Source: an optimization exercise on an open RTL-to-GDS flow (aim: small area). Production flows keep margins and buffers that such runs may drop.
Only simulation tests tie the RTL to the original design; equivalence was not proved.
No activity file was given, so power comes from the tool's default toggle rates.

==> flow/design.v <==
module nChannelServoController (
	input clock,
	input reset,
	input [7:0] control,
	input [3:0] address,
	input load,
	output [15:0] pwm,
	output reg [6:0] decodedValue1,
	output reg [6:0] decodedValue2
);
function [6:0] seg7;
	input [3:0] v;
	case (v)
		4'h0: seg7 = 7'b1000000;
		4'h1: seg7 = 7'b1111001;
		4'h2: seg7 = 7'b0100100;
		4'h3: seg7 = 7'b0110000;
		4'h4: seg7 = 7'b0011001;
		4'h5: seg7 = 7'b0010010;
		4'h6: seg7 = 7'b0000010;
		4'h7: seg7 = 7'b0111000;
		4'h8: seg7 = 7'b0000000;
		4'h9: seg7 = 7'b0011000;
		4'hA: seg7 = 7'b1001000;
		4'hB: seg7 = 7'b0000011;
		4'hC: seg7 = 7'b0100111;
		4'hD: seg7 = 7'b0100000;
		4'hE: seg7 = 7'b0000100;
		4'hF: seg7 = 7'b0001110;
	endcase
endfunction
always @(*) begin
	decodedValue1 = seg7(control[3:0]);
	decodedValue2 = seg7(control[7:4]);
end
localparam [3:0] P = 4'd8;
localparam [4:0] E = 5'd10;
reg [3:0] ptr;
reg [4:0] slow;
wire wrap = (ptr == P);
wire send = (slow == E);
wire tick = wrap & send;
always @(posedge clock) begin
	if (reset) begin
		ptr  <= P;
		slow <= E;
	end else begin
		ptr  <= {ptr[2:0], ptr[3] ^ ptr[2]};
		slow <= {slow[3] & ~send, slow[2:0], slow[4] ^ slow[2]};
	end
end
reg [7:0] nlo;			 
reg [4:0] h;
always @(posedge clock) begin
	if (reset) begin
		nlo <= ~8'hC1;
		h   <= 5'b00000;
	end else if (tick) begin
		nlo <= nlo - 8'd1;
		if (nlo == 8'h00)
			h <= {h[3:0], ~h[4]};
	end
end
wire [7:0] lo = ~nlo;
wire early = ~h[4] & ~h[0] & lo[7] & lo[6] & (|lo[5:0]);
wire mid   = h[0] & ~h[1];
function le8;
	input [7:0] a;
	input [7:0] b;
	integer j;
	reg l;
	begin
		l = 1'b1;
		for (j = 0; j < 8; j = j + 1)
			l = (b[j] & l) | (b[j] & ~a[j]) | (l & ~a[j]);
		le8 = l;
	end
endfunction
function high;
	input [7:0] d;
	input [7:0] lo_;
	input early_;
	input mid_;
	high = early_ | (mid_ & le8(lo_, d));
endfunction
reg [3:0] paddr;
reg [7:0] pctl;
always @(posedge clock) begin
	if (reset | tick)
		paddr <= (load & ~reset) ? ~address : 4'h0;
	if (tick)
		pctl <= control;
end
reg sweep;
always @(posedge clock)
	sweep <= reset | (sweep & ~(wrap & ~tick));
reg [8:0] ring [0:14];			 
wire wr = (paddr == ptr);
wire [8:0] ins = wr ? {1'b1, pctl} : {ring[0][8] & ~sweep, ring[0][7:0]};
integer j;
always @(posedge clock) begin
	for (j = 0; j < 14; j = j + 1)
		ring[j] <= ring[j + 1];
	ring[14] <= ins;
end
localparam [59:0] POS = {4'd1, 4'd2, 4'd5, 4'd3, 4'd9, 4'd6, 4'd11, 4'd0, 4'd4, 4'd8, 4'd10, 4'd14, 4'd7, 4'd13, 4'd12};
wire level = ring[0][8] & high(ring[0][7:0], lo, early, mid);
reg [14:1] shadow;
always @(posedge clock)
	shadow <= {level, shadow[14:2]};
wire [14:0] lvl = {shadow, level};
wire upd = tick & ~sweep;
wire ovr = ~reset & high(control, lo, early, mid);
reg [14:0] pwm_r;
genvar r;
generate
	for (r = 0; r < 15; r = r + 1) begin : ch
		wire sel = reset | (tick & load & (address == r));
		always @(posedge clock)
			pwm_r[r] <= sel ? ovr : (upd ? lvl[POS[4*r +: 4]] : pwm_r[r]);
	end
endgenerate
reg [7:0] duty15;
reg loaded15;
reg pwm15;
wire sel15 = tick & load & (address == 4'd15);
wire [7:0] duty15_n = sel15 ? control : duty15;
wire loaded15_n = ~reset & (loaded15 | sel15);
always @(posedge clock) begin
	duty15 <= duty15_n;
	loaded15 <= loaded15_n;
	if (reset)
		pwm15 <= 1'b0;
	else if (tick)
		pwm15 <= loaded15_n & high(duty15_n, lo, early, mid);
end
assign pwm = {pwm15, pwm_r};
endmodule
export LEC_CHECK = 0
export ABC_AREA = 1
export CAP_MARGIN = 20
export CORE_MARGIN = 2
export CORE_UTILIZATION = 60
export CTS_BUF_LIST = sky130_fd_sc_hd__clkbuf_4
export CTS_CLUSTER_DIAMETER = 100
export CTS_CLUSTER_SIZE = 10
export SLEW_MARGIN = 20
create_clock -name core_clock -period 20.0 [get_ports {clock}]
standard.sh (not shown) runs the stock make flow with config.mk's settings and CLKGATE_MAP_FILE= SYNTH_SCRIPT=/design/flow/synth_recipe.tcl, a recipe that flattens the netlist after the stock synthesis.
==> flow/flow/run.sh <==
#!/bin/bash
# The standard layout (standard.sh) with these changes:
#  - synthesis maps the combinational logic with flow/abc_area.script, an
#    area-only abc mapping (see flow/synth.tcl), and leaves adders to abc
#    instead of extracting half/full adder cells first (ADDER_MAP_FILE empty);
#    registers are mapped exactly as in the standard flow's synthesis;
#  - clock tree synthesis adds no dummy loads (CTS_ARGS);
#  - the input and output port buffers are made from the smallest buffer cell
#    (sky130_fd_sc_hd__buf_1) instead of the one buffer_ports picks by default.
# The make output goes to standard.log; ORFS keeps each step's log in orfs/logs.
set -euo pipefail
export FLOW_WORK="$PWD"
export BUFFER_PORTS_ARGS="-buffer_cell sky130_fd_sc_hd__buf_1"
# CTS as ORFS runs it from config.mk's CTS settings, without dummy loads.
export CTS_ARGS="-sink_clustering_enable -repair_clock_nets -sink_clustering_size 10 -sink_clustering_max_diameter 100 -buf_list sky130_fd_sc_hd__clkbuf_4 -dont_use_dummy_load"
sed "s#SYNTH_SCRIPT=[^ ]*#SYNTH_SCRIPT=$PWD/flow/synth.tcl ADDER_MAP_FILE=#" standard.sh > own.sh
grep -q "SYNTH_SCRIPT=$PWD/flow/synth.tcl ADDER_MAP_FILE=" own.sh
bash own.sh > standard.log 2>&1
==> flow/flow/abc_area.script <==
strash
ifraig
dch
map -a
strash
dch
map -a
topo
dnsize -c
==> flow/flow/synth.tcl <==
# The standard flow's synthesis script (synth_recipe.tcl, run unchanged) with one change:
# the abc call that maps the combinational logic reads flow/abc_area.script,
# an area-only mapping, instead of ORFS's abc_area.script. Registers are
# mapped before abc, by dfflibmap, exactly as in the standard synthesis.
set my_abc_script [file join $::env(FLOW_WORK) flow abc_area.script]
proc abc {args} {
  set i [lsearch -exact $args -script]
  if { $i >= 0 } {
    set args [lreplace $args [expr { $i + 1 }] [expr { $i + 1 }] $::my_abc_script]
  }
  puts "abc script: $::my_abc_script"
  yosys abc {*}$args
}
source [file join $::env(FLOW_WORK) synth_recipe.tcl]
The first run produced a clean layout.
Edit:
--- a/flow/design.v
+++ b/flow/design.v
@@ -83,14 +83,16 @@
 	input mid_;
 	high = early_ | (mid_ & le8(lo_, d));
 endfunction
 reg [3:0] paddr;
 reg [7:0] pctl;
 always @(posedge clock) begin
-	if (reset | tick)
-		paddr <= (load & ~reset) ? ~address : 4'h0;
+	if (reset)
+		paddr <= 4'h0;
+	else if (tick)
+		paddr <= load ? ~address : 4'h0;
 	if (tick)
 		pctl <= control;
 end
 reg sweep;
 always @(posedge clock)
 	sweep <= reset | (sweep & ~(wrap & ~tick));
@@ -107,20 +109,25 @@
 wire level = ring[0][8] & high(ring[0][7:0], lo, early, mid);
 reg [14:1] shadow;
 always @(posedge clock)
 	shadow <= {level, shadow[14:2]};
 wire [14:0] lvl = {shadow, level};
 wire upd = tick & ~sweep;
-wire ovr = ~reset & high(control, lo, early, mid);
+wire ovr = high(control, lo, early, mid);
 reg [14:0] pwm_r;
 genvar r;
 generate
 	for (r = 0; r < 15; r = r + 1) begin : ch
-		wire sel = reset | (tick & load & (address == r));
+		wire sel = tick & load & (address == r);
 		always @(posedge clock)
-			pwm_r[r] <= sel ? ovr : (upd ? lvl[POS[4*r +: 4]] : pwm_r[r]);
+			if (reset)
+				pwm_r[r] <= 1'b0;
+			else if (sel)
+				pwm_r[r] <= ovr;
+			else if (upd)
+				pwm_r[r] <= lvl[POS[4*r +: 4]];
 	end
 endgenerate
 reg [7:0] duty15;
 reg loaded15;
 reg pwm15;
 wire sel15 = tick & load & (address == 4'd15);
What happened: First-iteration DRC count rises by 9.1%; utilization increases by 1.6 points; count of clock-buffer cells in the layout does not change; fmax went down by 1.4%; worst setup slack is worse by 0.13 ns; power went down by 2.4%.

==> what the ideal ports hide <==
How much do the figures lean on ideal ports? The routed layouts below were timed once more, with nothing changed but the port constraints. Step 1 (the two cells are an assumption about what drives the block):
set clk [get_ports {clock}]
set_driving_cell -lib_cell sky130_fd_sc_hd__clkbuf_16 $clk
set_driving_cell -lib_cell sky130_fd_sc_hd__buf_2 [delete_from_list [all_inputs] $clk]
Step 2 also shifts input and output timing later by t, the mid clock arrival at the registers, as if the neighbouring blocks saw the same clock. Three values: no drivers, after step 1, after step 2; two values: the first two.
run	shift t [ns]	slack for setup (ns)	worst register clock-pin slew, ns
the first run	0.581	10.746 / 10.723 / 10.723	0.11 / 0.11
the second run	0.591	10.612 / 10.586 / 10.586	0.11 / 0.11
After both steps setup and hold are still met in every run listed. For the second run, which loses most, drivers alone change the setup slack by -0.026 ns; drivers and shift together by -0.026 ns.
